Context: an optimization exercise on an open-source flow, tuned for small area. The choices shown serve that exercise and are no tape-out recipe. At most, simulation tests tie the RTL to the original design; equivalence was not proved. No functional check of the RTL was part of run 2. Power and IR drop assume default switching activity.

==> flow/design.v, too long to show whole: its modules and the start of the top module <==
// module WTA: 2477 lines
module WTA
#(
	parameter  MAXDISPARITY = 64 ,
	parameter  LPDI_WIDTH = 8 ,
	parameter  INPUTDATAWID = 513,
	parameter  OUTPUTDATAWID = 9
  )
(
	input wire                      clk,
	input wire                      en,
	input wire                      pixelEN,
	input  wire[INPUTDATAWID-1:0]   LPDi,
	output wire[OUTPUTDATAWID-1:0]  disparity
);
  // ...
==> flow/flow/run.sh <==
#!/bin/bash
set -euo pipefail
W=$PWD
PLAT="$FLOW_HOME/platforms/$FLOW_PLATFORM"
bash standard.sh synth > "$W/synth_ref.log" 2>&1
cp orfs/results/"$FLOW_PLATFORM"/WTA/base/1_2_yosys.v "$W/ref_synth.v"
python3 flow/map.py "$FLOW_DESIGN" "$W/ref_synth.v" "$W/mapped.v" > "$W/map.log" 2>&1
sed 's/\bmodule WTA\b/module WTA_rtl/' "$FLOW_DESIGN" > "$W/rtl_ref.v"
iverilog -g2012 -DFUNCTIONAL -DUNIT_DELAY=#0 -o "$W/selfcheck.vvp" flow/selfcheck_tb.v "$W/rtl_ref.v" \
  "$PLAT/verilog/primitives.v" "$PLAT/verilog/sky130_fd_sc_hd.v" "$W/mapped.v" > "$W/selfcheck.log" 2>&1
vvp -n "$W/selfcheck.vvp" >> "$W/selfcheck.log" 2>&1
grep -q "SELFCHECK PASS" "$W/selfcheck.log"
rm -rf orfs
bash standard.sh SYNTH_NETLIST_FILES="$W/mapped.v" \
  "BUFFER_PORTS_ARGS=-buffer_cell sky130_fd_sc_hd__buf_1" GPL_TIMING_DRIVEN=0 CORE_UTILIZATION=35 finish > "$W/layout.log" 2>&1
==> flow/flow/map.py <==
#!/usr/bin/env python3
"""Technology mapping for this design's RTL, which is written one gate per assignment.

usage: map.py design.v ref_synth.v out.v

Reads design.v (the version's RTL as the layout reads it), maps every
'assign nK = <expression>;' onto the sky130hd cell with that function, every bit of the
step-enabled registers onto sky130_fd_sc_hd__edfxtp_1, and writes the gate netlist.
Register instances get the names the standard synthesis gives them; ref_synth.v (the
standard synthesis of the same design.v) is read to check that the two netlists have the
same registers, by name and cell type. Stops with an error on anything it does not know."""
import re, sys

LIB = {
 'inv':    ('A', 'Y', '~{A}'),
 'nand2':  ('A B', 'Y', '~({A} & {B})'),
 'nor2':   ('A B', 'Y', '~({A} | {B})'),
 'and2':   ('A B', 'X', '{A} & {B}'),
 'or2':    ('A B', 'X', '{A} | {B}'),
 'nand3':  ('A B C', 'Y', '~({A} & {B} & {C})'),
 'nor3':   ('A B C', 'Y', '~({A} | {B} | {C})'),
 'and3':   ('A B C', 'X', '{A} & {B} & {C}'),
 'nand4':  ('A B C D', 'Y', '~({A} & {B} & {C} & {D})'),
 'nor4':   ('A B C D', 'Y', '~({A} | {B} | {C} | {D})'),
 'and4':   ('A B C D', 'X', '{A} & {B} & {C} & {D}'),
 'or4':    ('A B C D', 'X', '{A} | {B} | {C} | {D}'),
 'o22ai':  ('A1 A2 B1 B2', 'Y', '~(({A1} | {A2}) & ({B1} | {B2}))'),
 'a22oi':  ('A1 A2 B1 B2', 'Y', '~(({A1} & {A2}) | ({B1} & {B2}))'),
 'a22o':   ('A1 A2 B1 B2', 'X', '({A1} & {A2}) | ({B1} & {B2})'),
 'o22a':   ('A1 A2 B1 B2', 'X', '({A1} | {A2}) & ({B1} | {B2})'),
 'a21oi':  ('A1 A2 B1', 'Y', '~(({A1} & {A2}) | {B1})'),
 'a221o':  ('A1 A2 B1 B2 C1', 'X', '({A1} & {A2}) | ({B1} & {B2}) | {C1}'),
 'a221oi': ('A1 A2 B1 B2 C1', 'Y', '~(({A1} & {A2}) | ({B1} & {B2}) | {C1})'),
 'o221a':  ('A1 A2 B1 B2 C1', 'X', '({A1} | {A2}) & ({B1} | {B2}) & {C1}'),
 'o221ai': ('A1 A2 B1 B2 C1', 'Y', '~(({A1} | {A2}) & ({B1} | {B2}) & {C1})'),
 'mux2':   ('A0 A1 S', 'X', '{S} ? {A1} : {A0}'),
 'o21ai':  ('A1 A2 B1', 'Y', '~(({A1} | {A2}) & {B1})'),
}
# same-area stronger variants
FREE = {'inv': 2, 'mux2': 2, 'or2': 2, 'o221a': 2}
# (fanout at least, size) per cell type
FANOUT_SIZE = {
 'a221o': [(3, 2)], 'a22o': [(3, 2)], 'o22a': [(3, 2)], 'and2': [(3, 2), (6, 4)], 'and4': [(3, 2), (6, 4)],
 'or2': [(6, 4)], 'and3': [(3, 2), (6, 4)], 'or4': [(3, 2), (6, 4)],
 'nand2': [(6, 2)], 'nand3': [(6, 2)], 'a21oi': [(6, 2)],
}
SIG = r'([A-Za-z_]\w*(?:\s*\[\s*\d+\s*\])?)'

def pattern(tmpl):
    out = ''
    for part in re.split(r'(\{\w+\})', tmpl):
        if part.startswith('{'):
            out += SIG
        else:
            for ch in part:
                out += r'\s*' if ch == ' ' else re.escape(ch)
    return re.compile(r'^\s*' + out + r'\s*$')

# pins in the order their placeholders appear in the expression
PATS = [(k, pattern(v[2]), re.findall(r'\{(\w+)\}', v[2]), v[1]) for k, v in LIB.items()]
# most specific first: longer templates before shorter ones
PATS.sort(key=lambda p: -len(LIB[p[0]][2]))

def norm(s):
    return re.sub(r'\s+', '', s)

def die(msg):
    sys.exit('map.py: ' + msg)

def main():
    src, ref, out = sys.argv[1:4]
    text = open(src).read()
    text = re.sub(r'//[^\n]*', '', text)
    text = re.sub(r'/\*.*?\*/', '', text, flags=re.S)
    cells = []
    wires = []
    for m in re.finditer(r'\bassign\s+(n\d+)\s*=\s*([^;]*);', text):
        lhs, rhs = m.group(1), m.group(2)
        for typ, pat, pins, outpin in PATS:
            mm = pat.match(rhs)
            if mm:
                cells.append((typ, lhs, dict(zip(pins, map(norm, mm.groups()))), outpin))
                wires.append(lhs)
                break
        else:
            die(f'no cell for assign {lhs} = {rhs}')
    m = re.search(r'\bwire\s+step\s*=\s*en\s*&\s*pixelEN\s*;', text)
    if not m:
        die('no step')
    regs = {}
    for m in re.finditer(r'\breg\s*\[\s*(\d+)\s*:\s*0\s*\]\s*(\w+)\s*;', text):
        regs[m.group(2)] = int(m.group(1)) + 1
    blocks = re.findall(r'always\s*@\s*\(\s*posedge\s+clk\s*\)\s*if\s*\(\s*step\s*\)\s*(\w+)\s*<=\s*\{([^}]*)\}\s*;', text)
    if sorted(b[0] for b in blocks) != sorted(regs):
        die(f'registers {sorted(regs)} vs assignments {[b[0] for b in blocks]}')

    def expand(item):
        item = norm(item)
        m = re.fullmatch(r'(\w+)\[(\d+):(\d+)\]', item)
        if m:
            hi, lo = int(m.group(2)), int(m.group(3))
            return [f'{m.group(1)}[{i}]' for i in range(hi, lo - 1, -1)]
        m = re.fullmatch(r"(\d+)'b([01]+)", item)
        if m:
            assert int(m.group(1)) == len(m.group(2))
            return ['zero' if c == '0' else 'one' for c in m.group(2)]
        return [item]

    flops = []
    for name, body in blocks:
        bits = [b for it in body.split(',') for b in expand(it)]
        if len(bits) != regs[name]:
            die(f'{name}: {len(bits)} bits for {regs[name]}')
        for i, d in enumerate(reversed(bits)):
            flops.append((f'{name}[{i}]', d))
    m = re.search(r'\bassign\s+disparity\s*=\s*\{([^}]*)\}\s*;', text)
    if not m:
        die('no disparity')
    outs = [b for it in m.group(1).split(',') for b in expand(it)]
    if len(outs) != 9:
        die('disparity width')
    outs = list(reversed(outs))

    # registers of the standard synthesis
    reftxt = open(ref).read()
    refregs = sorted(re.findall(r'(sky130_fd_sc_hd__\w+)\s+\\(\S+\$_\w+)\s', reftxt))
    mine = sorted(('sky130_fd_sc_hd__edfxtp_1', f'{q}$_DFFE_PP_') for q, _ in flops)
    if refregs != mine:
        die(f'registers differ from the standard synthesis: {refregs[:5]} ... vs {mine[:5]} ...')

    # drive strengths: free upgrades (same area), then by fanout
    fanout = {}
    for typ, o, pins, outpin in cells:
        for n in pins.values():
            fanout[n] = fanout.get(n, 0) + 1
    for q, d in flops:
        fanout[d] = fanout.get(d, 0) + 1
    size = {}
    for typ, o, pins, outpin in cells:
        s_ = FREE.get(typ, 1)
        fo = fanout.get(o, 0)
        for lim, sz in FANOUT_SIZE.get(typ, []):
            if fo >= lim:
                s_ = max(s_, sz)
        size[o] = s_
    regnames = {q for q, _ in flops}
    def net(n):
        if n in regnames:
            return '\\' + n + ' '
        return n
    L = ['module WTA(clk, en, pixelEN, LPDi, disparity);',
         '  input clk; input en; input pixelEN; input [512:0] LPDi; output [8:0] disparity;',
         '  wire step; wire zero;']
    for q, _ in flops:
        L.append(f'  wire {net(q)};')
    for w in wires:
        L.append(f'  wire {w};')
    L.append('  sky130_fd_sc_hd__and2_1 ustep (.A(en), .B(pixelEN), .X(step));')
    for i, (typ, o, pins, outpin) in enumerate(cells):
        ps = ', '.join(f'.{p}({net(n)})' for p, n in pins.items())
        L.append(f'  sky130_fd_sc_hd__{typ}_{size[o]} g{i} ({ps}, .{outpin}({o}));')
    for q, d in flops:
        L.append(f'  sky130_fd_sc_hd__edfxtp_1 \\{q}$_DFFE_PP_  (.CLK(clk), .D({net(d)}), .DE(step), .Q({net(q)}));')
    if 'one' in outs:
        die('constant one output')
    L.append('  sky130_fd_sc_hd__conb_1 tie0 (.LO(zero));')
    for k, o in enumerate(outs):
        L.append(f'  assign disparity[{k}] = {net(o)};')
    L.append('endmodule')
    open(out, 'w').write('\n'.join(L) + '\n')
    print(f'map.py: {len(cells)} gates, {len(flops)} registers')

main()
==> flow/flow/selfcheck_tb.v <==
`timescale 1ns/1ps
module selfcheck_tb;
  reg clk = 0;
  reg en, pen;
  reg [512:0] lpdi;
  wire [8:0] d_net, d_rtl;
  WTA     u_net (.clk(clk), .en(en), .pixelEN(pen), .LPDi(lpdi), .disparity(d_net));
  WTA_rtl u_rtl (.clk(clk), .en(en), .pixelEN(pen), .LPDi(lpdi), .disparity(d_rtl));
  integer i, d, kind, steps, errors, seed, base;
  always #5 clk = ~clk;
  initial begin
    seed = 12345; steps = 0; errors = 0;
    en = 0; pen = 0; lpdi = 0;
    for (i = 0; i < 4000; i = i + 1) begin
      @(negedge clk);
      kind = $random(seed) & 7;
      base = $random(seed) & 255;
      for (d = 0; d < 64; d = d + 1)
        case (kind)
          0, 1: lpdi[8*d +: 8] = $random(seed);
          2, 3: lpdi[8*d +: 8] = base + ($random(seed) & 3);
          4:    lpdi[8*d +: 8] = base;
          5:    lpdi[8*d +: 8] = (($random(seed) & 15) == 0) ? ($random(seed) & 1) : 8'hff;
          6:    lpdi[8*d +: 8] = base ^ (1 << ($random(seed) & 7));
          default: lpdi[8*d +: 8] = ($random(seed) & 1) ? base : ~base;
        endcase
      lpdi[512] = $random(seed);
      en = (i < 1000) ? 1'b1 : (($random(seed) & 3) != 0);
      pen = (i < 1000) ? 1'b1 : (($random(seed) & 3) != 0);
      @(posedge clk);
      if (en && pen) steps = steps + 1;
      #1;
      if (steps >= 6 && d_net !== d_rtl) begin
        errors = errors + 1;
        if (errors < 5) $display("mismatch at %0d: net %h rtl %h", i, d_net, d_rtl);
      end
    end
    if (errors == 0) $display("SELFCHECK PASS");
    else $display("SELFCHECK FAIL %0d", errors);
    $finish;
  end
endmodule
==> flow/standard.sh <==
#!/bin/bash
# synth_recipe.tcl (not shown) runs the flow's synth.tcl, then flattens the netlist and writes it again
# the make line also repeats each setting of config.mk as NAME=value (left out here)
make -C /OpenROAD-flow-scripts/flow DESIGN_CONFIG=/design/flow/config.mk WORK_HOME=/design/flow/orfs CLKGATE_MAP_FILE= SYNTH_SCRIPT=/design/flow/synth_recipe.tcl "${@:-finish}"
==> flow/config.mk <==
export PLATFORM = sky130hd
export DESIGN_NAME = WTA
export DESIGN_NICKNAME = WTA
export VERILOG_FILES = /design/flow/design.v
export SDC_FILE = /design/flow/constraint.sdc
export NUM_CORES = 8
export LEC_CHECK = 0
export CAP_MARGIN = 20
export CORE_MARGIN = 2
export CORE_UTILIZATION = 40
export SLEW_MARGIN = 20
==> flow/constraint.sdc <==
create_clock -name core_clock -period 6.67 [get_ports {clk}]
set_input_delay 1.3340 -clock core_clock [delete_from_list [all_inputs] [get_ports {clk}]]
set_output_delay 1.3340 -clock core_clock [all_outputs]
set_load 0.01 [all_outputs]
==> run notes, run 1 <==
status=timing/DRC/antenna clean; Critical Path Stages=24; antenna violations before repair=8; CP endpoint=s1[8]; Via density=6.63; Chip Height=177 um; worst setup path startpoint=LPDi[151]; Setup-failing EPs final=0; Post-DRT Antenna Nets=0; Cells after Synth=1286; TritonCTS clock tree=done; layout cells sized above 1=0.237; hold_ws=415 ps; max-cap violations=0; Least-Margin Pin Slew=588 ps; Clock net power=464 uW; placed insts=2200; pre-CTS WS=-530 ps; DR top layer=met4; CP required=6750 ps; M1 GR Usage=0.385; Cell Rows=63; Cell Pwr Density=173 mW/mm^2; CP startpoint kind=input port; invs w/o clock=3; Repair and plain buffers=530; Worst path max stage delay=460 ps; die footprint=0.0315 mm^2; Top reg by flops=pipe; Buf/Inv on CP=2; critical path capture point type=flip-flop; min cycle time layout=6420 ps; DP HPWL=44500 um; Bufs on Longest Clock Path=2; pin count of the biggest net entering global routing=55; buffer type at the clock tree root=clkbuf_16; cell leakage power=0.00420 uW; GR peak layer=met2
==> run 2, diff against run 1 <==
--- a/flow/design.v
+++ b/flow/design.v
@@ -1227,24 +1227,16 @@
 wire n1211;
 wire n1212;
 wire n1213;
 wire n1214;
 wire n1215;
 wire n1216;
 wire n1217;
 wire n1218;
-wire n1219;
-wire n1220;
-wire n1221;
-wire n1222;
-wire n1223;
-wire n1224;
-wire n1225;
-wire n1226;
 assign n1 = ~(LPDi[7] & LPDi[15] & LPDi[23] & LPDi[31]);
 assign n2 = ~(LPDi[39] & LPDi[47] & LPDi[55] & LPDi[63]);
 assign n3 = n1 | n2;
 assign n4 = ~(n1 | n2);
 assign n5 = ~((LPDi[7] | LPDi[6]) & (LPDi[15] | LPDi[14]));
 assign n6 = ~((LPDi[23] | LPDi[22]) & (LPDi[31] | LPDi[30]));
 assign n7 = ~((LPDi[39] | LPDi[38]) & (LPDi[47] | LPDi[46]));
 assign n8 = ~((LPDi[55] | LPDi[54]) & (LPDi[63] | LPDi[62]));
@@ -2366,113 +2358,105 @@
 assign n1124 = ~((n230 | n1111) & (n249 | n1122) & n1100);
 assign n1125 = ~((n359 | n1111) & (n378 | n1122) & n1101);
 assign n1126 = ~((n488 | n1111) & (n507 | n1122) & n1102);
 assign n1127 = ~((n617 | n1111) & (n636 | n1122) & n1103);
 assign n1128 = ~((n746 | n1111) & (n765 | n1122) & n1104);
 assign n1129 = ~((n875 | n1111) & (n894 | n1122) & n1105);
 assign n1130 = ~((n1004 | n1111) & (n1023 | n1122) & n1106);
 assign n1131 = n122 | n123;
-assign n1132 = n124 | n125;
-assign n1133 = n126 | n127;
-assign n1134 = n1131 ? n122 : n124;
-assign n1135 = n1131 | n1132;
-assign n1136 = n1133 ? n126 : n128;
-assign n1137 = n1135 ? n1134 : n1136;
-assign n1138 = n1135 ? n1131 : n1133;
-assign n1139 = n251 | n252;
-assign n1140 = n253 | n254;
-assign n1141 = n255 | n256;
-assign n1142 = n1139 ? n251 : n253;
-assign n1143 = n1139 | n1140;
-assign n1144 = n1141 ? n255 : n257;
-assign n1145 = n1143 ? n1142 : n1144;
-assign n1146 = n1143 ? n1139 : n1141;
-assign n1147 = n380 | n381;
-assign n1148 = n382 | n383;
-assign n1149 = n384 | n385;
-assign n1150 = n1147 ? n380 : n382;
-assign n1151 = n1147 | n1148;
-assign n1152 = n1149 ? n384 : n386;
-assign n1153 = n1151 ? n1150 : n1152;
-assign n1154 = n1151 ? n1147 : n1149;
-assign n1155 = n509 | n510;
-assign n1156 = n511 | n512;
-assign n1157 = n513 | n514;
-assign n1158 = n1155 ? n509 : n511;
-assign n1159 = n1155 | n1156;
-assign n1160 = n1157 ? n513 : n515;
-assign n1161 = n1159 ? n1158 : n1160;
-assign n1162 = n1159 ? n1155 : n1157;
-assign n1163 = n638 | n639;
-assign n1164 = n640 | n641;
-assign n1165 = n642 | n643;
-assign n1166 = n1163 ? n638 : n640;
-assign n1167 = n1163 | n1164;
-assign n1168 = n1165 ? n642 : n644;
-assign n1169 = n1167 ? n1166 : n1168;
-assign n1170 = n1167 ? n1163 : n1165;
-assign n1171 = n767 | n768;
-assign n1172 = n769 | n770;
-assign n1173 = n771 | n772;
-assign n1174 = n1171 ? n767 : n769;
-assign n1175 = n1171 | n1172;
-assign n1176 = n1173 ? n771 : n773;
-assign n1177 = n1175 ? n1174 : n1176;
-assign n1178 = n1175 ? n1171 : n1173;
-assign n1179 = n896 | n897;
-assign n1180 = n898 | n899;
-assign n1181 = n900 | n901;
-assign n1182 = n1179 ? n896 : n898;
-assign n1183 = n1179 | n1180;
-assign n1184 = n1181 ? n900 : n902;
-assign n1185 = n1183 ? n1182 : n1184;
-assign n1186 = n1183 ? n1179 : n1181;
-assign n1187 = n1025 | n1026;
-assign n1188 = n1027 | n1028;
-assign n1189 = n1029 | n1030;
-assign n1190 = n1187 ? n1025 : n1027;
-assign n1191 = n1187 | n1188;
-assign n1192 = n1189 ? n1029 : n1031;
-assign n1193 = n1191 ? n1190 : n1192;
-assign n1194 = n1191 ? n1187 : n1189;
-assign n1195 = s1[3] ? s1[4] : s1[0];
-assign n1196 = s1[3] ? s1[5] : s1[1];
-assign n1197 = s1[3] ? s1[6] : s1[2];
-assign n1198 = s1[3] & s1[7];
-assign n1199 = s1[11] ? s1[12] : s1[8];
-assign n1200 = s1[11] ? s1[13] : s1[9];
-assign n1201 = s1[11] ? s1[14] : s1[10];
-assign n1202 = s1[11] & s1[15];
-assign n1203 = s1[19] ? s1[20] : s1[16];
-assign n1204 = s1[19] ? s1[21] : s1[17];
-assign n1205 = s1[19] ? s1[22] : s1[18];
-assign n1206 = s1[19] & s1[23];
-assign n1207 = s1[27] ? s1[28] : s1[24];
-assign n1208 = s1[27] ? s1[29] : s1[25];
-assign n1209 = s1[27] ? s1[30] : s1[26];
-assign n1210 = n1198 ? n1199 : n1195;
-assign n1211 = n1198 ? n1200 : n1196;
-assign n1212 = n1198 ? n1201 : n1197;
-assign n1213 = n1198 ? s1[11] : s1[3];
-assign n1214 = n1198 & n1202;
-assign n1215 = n1206 ? n1207 : n1203;
-assign n1216 = n1206 ? n1208 : n1204;
-assign n1217 = n1206 ? n1209 : n1205;
-assign n1218 = n1206 ? s1[27] : s1[19];
-assign n1219 = n1214 ? n1215 : n1210;
-assign n1220 = n1214 ? n1216 : n1211;
-assign n1221 = n1214 ? n1217 : n1212;
-assign n1222 = n1214 ? n1218 : n1213;
-assign n1223 = n1214 ? n1206 : n1198;
-assign n1224 = ~n1219;
-assign n1225 = ~n1220;
-assign n1226 = ~n1221;
+assign n1132 = n126 | n127;
+assign n1133 = n1131 ? n122 : n124;
+assign n1134 = n1132 ? n126 : n128;
+assign n1135 = n122 | n123 | n124 | n125;
+assign n1136 = n1135 ? n1133 : n1134;
+assign n1137 = n1135 ? n1131 : n1132;
+assign n1138 = n251 | n252;
+assign n1139 = n255 | n256;
+assign n1140 = n1138 ? n251 : n253;
+assign n1141 = n1139 ? n255 : n257;
+assign n1142 = n251 | n252 | n253 | n254;
+assign n1143 = n1142 ? n1140 : n1141;
+assign n1144 = n1142 ? n1138 : n1139;
+assign n1145 = n380 | n381;
+assign n1146 = n384 | n385;
+assign n1147 = n1145 ? n380 : n382;
+assign n1148 = n1146 ? n384 : n386;
+assign n1149 = n380 | n381 | n382 | n383;
+assign n1150 = n1149 ? n1147 : n1148;
+assign n1151 = n1149 ? n1145 : n1146;
+assign n1152 = n509 | n510;
+assign n1153 = n513 | n514;
+assign n1154 = n1152 ? n509 : n511;
+assign n1155 = n1153 ? n513 : n515;
+assign n1156 = n509 | n510 | n511 | n512;
+assign n1157 = n1156 ? n1154 : n1155;
+assign n1158 = n1156 ? n1152 : n1153;
+assign n1159 = n638 | n639;
+assign n1160 = n642 | n643;
+assign n1161 = n1159 ? n638 : n640;
+assign n1162 = n1160 ? n642 : n644;
+assign n1163 = n638 | n639 | n640 | n641;
+assign n1164 = n1163 ? n1161 : n1162;
+assign n1165 = n1163 ? n1159 : n1160;
+assign n1166 = n767 | n768;
+assign n1167 = n771 | n772;
+assign n1168 = n1166 ? n767 : n769;
+assign n1169 = n1167 ? n771 : n773;
+assign n1170 = n767 | n768 | n769 | n770;
+assign n1171 = n1170 ? n1168 : n1169;
+assign n1172 = n1170 ? n1166 : n1167;
+assign n1173 = n896 | n897;
+assign n1174 = n900 | n901;
+assign n1175 = n1173 ? n896 : n898;
+assign n1176 = n1174 ? n900 : n902;
+assign n1177 = n896 | n897 | n898 | n899;
+assign n1178 = n1177 ? n1175 : n1176;
+assign n1179 = n1177 ? n1173 : n1174;
+assign n1180 = n1025 | n1026;
+assign n1181 = n1029 | n1030;
+assign n1182 = n1180 ? n1025 : n1027;
+assign n1183 = n1181 ? n1029 : n1031;
+assign n1184 = n1025 | n1026 | n1027 | n1028;
+assign n1185 = n1184 ? n1182 : n1183;
+assign n1186 = n1184 ? n1180 : n1181;
+assign n1187 = s1[3] ? s1[4] : s1[0];
+assign n1188 = s1[3] ? s1[5] : s1[1];
+assign n1189 = s1[3] ? s1[6] : s1[2];
+assign n1190 = s1[3] & s1[7];
+assign n1191 = s1[11] ? s1[12] : s1[8];
+assign n1192 = s1[11] ? s1[13] : s1[9];
+assign n1193 = s1[11] ? s1[14] : s1[10];
+assign n1194 = s1[11] & s1[15];
+assign n1195 = s1[19] ? s1[20] : s1[16];
+assign n1196 = s1[19] ? s1[21] : s1[17];
+assign n1197 = s1[19] ? s1[22] : s1[18];
+assign n1198 = s1[19] & s1[23];
+assign n1199 = s1[27] ? s1[28] : s1[24];
+assign n1200 = s1[27] ? s1[29] : s1[25];
+assign n1201 = s1[27] ? s1[30] : s1[26];
+assign n1202 = n1190 ? n1191 : n1187;
+assign n1203 = n1190 ? n1192 : n1188;
+assign n1204 = n1190 ? n1193 : n1189;
+assign n1205 = n1190 ? s1[11] : s1[3];
+assign n1206 = n1190 & n1194;
+assign n1207 = n1198 ? n1199 : n1195;
+assign n1208 = n1198 ? n1200 : n1196;
+assign n1209 = n1198 ? n1201 : n1197;
+assign n1210 = n1198 ? s1[27] : s1[19];
+assign n1211 = n1206 ? n1207 : n1202;
+assign n1212 = n1206 ? n1208 : n1203;
+assign n1213 = n1206 ? n1209 : n1204;
+assign n1214 = n1206 ? n1210 : n1205;
+assign n1215 = n1206 ? n1198 : n1190;
+assign n1216 = ~n1211;
+assign n1217 = ~n1212;
+assign n1218 = ~n1213;
 reg [31:0] s1;
 always @(posedge clk)
 if (step)
-	s1 <= {LPDi[512], n1191, n1194, n1193, n1129, n1183, n1186, n1185, n1128, n1175, n1178, n1177, n1127, n1167, n1170, n1169, n1126, n1159, n1162, n1161, n1125, n1151, n1154, n1153, n1124, n1143, n1146, n1145, n1123, n1135, n1138, n1137};
+	s1 <= {LPDi[512], n1184, n1186, n1185, n1129, n1177, n1179, n1178, n1128, n1170, n1172, n1171, n1127, n1163, n1165, n1164, n1126, n1156, n1158, n1157, n1125, n1149, n1151, n1150, n1124, n1142, n1144, n1143, n1123, n1135, n1137, n1136};
 reg [34:0] pipe;
 always @(posedge clk)
 if (step)
-	pipe <= {pipe[27:0], s1[31], n1214, n1223, n1222, n1226, n1225, n1224};
+	pipe <= {pipe[27:0], s1[31], n1206, n1215, n1214, n1218, n1217, n1216};
 assign disparity = {pipe[34], 2'b00, pipe[33:28]};
 endmodule
==> flow/flow/run.sh (replaced) <==
#!/bin/bash
set -euo pipefail
W=$PWD
PLAT="$FLOW_HOME/platforms/$FLOW_PLATFORM"
bash standard.sh synth > "$W/synth_ref.log" 2>&1
cp orfs/results/"$FLOW_PLATFORM"/WTA/base/1_2_yosys.v "$W/ref_synth.v"
python3 flow/map.py "$FLOW_DESIGN" "$W/ref_synth.v" "$W/mapped.v" > "$W/map.log" 2>&1
sed 's/\bmodule WTA\b/module WTA_rtl/' "$FLOW_DESIGN" > "$W/rtl_ref.v"
iverilog -g2012 -DFUNCTIONAL -DUNIT_DELAY=#0 -o "$W/selfcheck.vvp" flow/selfcheck_tb.v "$W/rtl_ref.v" \
  "$PLAT/verilog/primitives.v" "$PLAT/verilog/sky130_fd_sc_hd.v" "$W/mapped.v" > "$W/selfcheck.log" 2>&1
vvp -n "$W/selfcheck.vvp" >> "$W/selfcheck.log" 2>&1
grep -q "SELFCHECK PASS" "$W/selfcheck.log"
rm -rf orfs
bash standard.sh SYNTH_NETLIST_FILES="$W/mapped.v" \
  "BUFFER_PORTS_ARGS=-buffer_cell sky130_fd_sc_hd__buf_1" GPL_TIMING_DRIVEN=0 finish > "$W/layout.log" 2>&1
==> run notes, run 2 <==
CP endpoint=s1[11] (was s1[8]); Critical R2R Launch=s1[19] (was s1[27]); Slowest-stage cell, CP=nor4_1 (was a221o_2); first-pass GRT wire length=73900 um (was 75300 um); most frequent cells in the layout=buf_1 (522), o22ai_1 (236), nor3_1 (192) (unchanged); layout cells sized above 1=0.235 (was 0.237); Post-DRT Antenna Nets=0 (unchanged); Worst R2R Path Depth=3 (was 4); synthesis-to-layout area growth=29.4% (was 30.3%); status=timing/DRC/antenna clean (unchanged); critical path capture point type=flip-flop (unchanged); Top reg by flops=pipe (unchanged); Initial Utilization=0.405 (was 0.355); Tightest Hold Check Type=flip-flop to flip-flop (unchanged); Chip Height=166 um (was 177 um); Peak VDD IR=116 uV (was 118 uV); CTS clk-pin slew, worst paths=60 ps (was 50 ps); buffer type at the clock tree root=clkbuf_16 (unchanged); Yosys Warn Count=0 (unchanged); die width=166 um (was 177 um); clk_skew=4.47 ps (was 5.31 ps); Least-Margin Pin Slew=556 ps (was 588 ps); die footprint=0.0275 mm^2 (was 0.0315 mm^2); cell leakage power=0.00415 uW (was 0.00420 uW); routed via count=14900 (was 14800); nets=2335 (was 2344); RD Place Congestion=0.983 (was 1.04); Cells after Synth=1278 (was 1286); # DRC=0 (unchanged); most common cell after layout, fill and taps aside=buf_1 (unchanged); Synth Area per Inst=8.21 um^2 (was 8.18 um^2); Setup-failing EPs final=0 (unchanged); Slew HR=0.626 (was 0.604); CP Cell Sequence=buf_1, nand4_1, or2_4, nor4_1, and2_4, a21oi_2, o22a_2, a22oi_1, and4_4, a21oi_4, o221ai_1, o22ai_1, nor2_1, nand2_1, nand3_1, nand3_2, a221oi_2, a22oi_1, and4_4, a21oi_4, o221ai_1 (was buf_1, nand4_1, nor2_1, o21ai_1, nand3_2, a22o_2, nor3_1, nor4_1, nand3_2, buf_4, a221o_2, o22ai_1, nor2_1, nand3_1, nand3_4, a221o_2, o22ai_1, nor2_1, nand3_1, nand3_2, a221oi_1, or2_2, mux2_2, mux2_2); max reg flops=35 (unchanged); max-cap violations=0 (unchanged); RSZ-0062 raised after global routing=yes; Core Region=0.0259 mm^2 (was 0.0296 mm^2); pin count of the biggest net entering global routing=39 (was 55); CP startpoint kind=input port (unchanged); CTS buffer count=9 (unchanged); PnR Total Power=2360 uW (was 2370 uW); Cell Rows=59 (was 63); Cell Pwr Density=174 mW/mm^2 (was 173 mW/mm^2); critical path arrival=6610 ps (was 6500 ps); Via density=6.88 (was 6.63); antenna violations before repair=11 (was 8); DP HPWL=42800 um (was 44500 um); min cycle time layout=6550 ps (was 6420 ps); largest registers=pipe: 35 flops, s1: 32 flops (unchanged); Clk Latency, worst-skew pair=340 ps (about the same); io pins=525 (unchanged); IO buf count=522 (unchanged); Tcrit/Tclk final=0.982 (was 0.962); Worst Path Max Fanout=11 (unchanged); r2r endpoint=pipe[3] (was pipe[0]); Iter 0 DRT Violations=1662 (was 1416); vias in the first global route=13500 (was 13700); GRT Resource Usage Total=0.336 (was 0.308); CTS H-tree depth=3 (unchanged); Worst path max stage delay=470 ps (was 460 ps); Routed WL=50700 um (was 52200 um); worst setup path startpoint=LPDi[423] (was LPDi[151]); Bufs on Longest Clock Path=2 (unchanged); CTS Sinks=67 (unchanged); upper clock frequency limit=153 MHz (was 156 MHz); wire per inst=23.4 um (about the same); Hold Vio Cnt, Final=0 (unchanged); CP Class=input port to flip-flop (unchanged); grt total ovfl=0 (unchanged); Non-Filler Instances=2168 (was 2232); synthesized area=0.0105 mm^2 (about the same); placed insts=2137 (was 2200); CP required=6730 ps (was 6750 ps); Finished Core Util=0.524 (was 0.463); Slew Viols, Final=0 (unchanged); R2R setup slack=5090 ps (was 5040 ps); drt pass-1 iters=6 (unchanged); TritonCTS clock tree=done (unchanged)
-- run 2: cell types whose count changed in the layout (fill, tap and decap cells not counted), moves of 2 or more --
cell and delta:
nand3_2 +3, nand3_4 -3, a221oi_2 +2, or2_2 -16
or4_2 +8
-- run 2: metal layers --
layer  GRT usage  wire length [um]  vias up
met5           0                26        -
met4      0.0953              1240        4
met3      0.0672              4620       93
met2       0.582             24600      844
met1       0.423             20200     7076
li1            -                 -     6895
-- run 2: where the power goes --
group | switching (uW) | total [uW] | internal, uW
Sequential | 13.6 | 522 | 508
Clock | 190 | 482 | 292
Combinational | 863 | 1360 | 494
-- run 2: worst max-delay path, delay by kind of cell --
| kind | cells | cell delay, ps |
|---|---|---|
| simple gates | 10 | 2620 |
| compound gates | 10 | 2470 |
| buf+inv | 1 | 160 |
-- run 2: how the worst min path moves through the flow --
stage | startpoint | endpoint | slack, ps | cells after the start
2_1_floorplan | pipe[3] | pipe[10] | 400 | 0
3_3_place_gp | pipe[4] | pipe[11] | 400 | 0
3_5_place_dp | pipe[8] | pipe[15] | 410 | 0
4_1_cts | pipe[8] | pipe[15] | 410 | 0
5_1_grt | pipe[8] | pipe[15] | 420 | 0
6_report | s1[31] | pipe[6] | 410 | 0
-- run 2: layout make-up --
type / count / area [um^2]
Clock buffer: 9 / 225
Multi-Input combinational cell: 1209 / 8790
Inverter: 3 / 11.3
Tap cell: 335 / 419
Timing Repair Buffer: 529 / 2020
Sequential cell: 67 / 2010
Antenna cell: 9 / 22.5
Clock inverter: 7 / 77.6
Fill cell: 2653 / 12300
-- run 2: through the flow --
stage	worst slack, ps	hold slack [ps]	setup TNS [ps]	area, um^2
after detailed placement	-443	405	-4360	12900
final	121	414	0	13600
after CTS	7.49	415	0	13200
after floorplan	937	400	0	10500
after global routing	-42.6	415	-114	13600
after global placement	-359	401	-3360	12900
-- run 2: what timing repair did --
item,CTS,global route
pin swaps,1,6
endpoints found under the setup margin,8,22
buffers inserted,0,6
gates resized for setup,2,46
hold buffers,0,0
cloned,0,0

## port drivers added, routing unchanged
The results above use ideal ports. As a check the final layouts listed here were re-extracted and re-timed, cells and wires unchanged. Step 1: set_driving_cell puts a clkbuf_16 on clk and a buf_2 on each other input, an assumption about the parent block. Step 2 adds t to the input delays and takes it off the output delays; t is the mean of the earliest and latest rising clock arrival at the registers after step 1. Input paths then give back, and output paths get back, about the clock's delay inside the block. Slacks: ideal / step 1 / step 2; pairs: ideal / step 1.
run | shift t [ns] | setup slack, ns | worst setup path at the end
run 1 | 0.373 | 0.255 / 0.231 / -0.142 | input to register
run 2 | 0.380 | 0.121 / 0.140 / -0.240 | input to register
With both steps, setup timing fails in run 1 and run 2, where it was met with ideal ports. For run 1, which loses most, drivers alone change the setup slack by -0.024 ns; drivers and shift together by -0.397 ns.
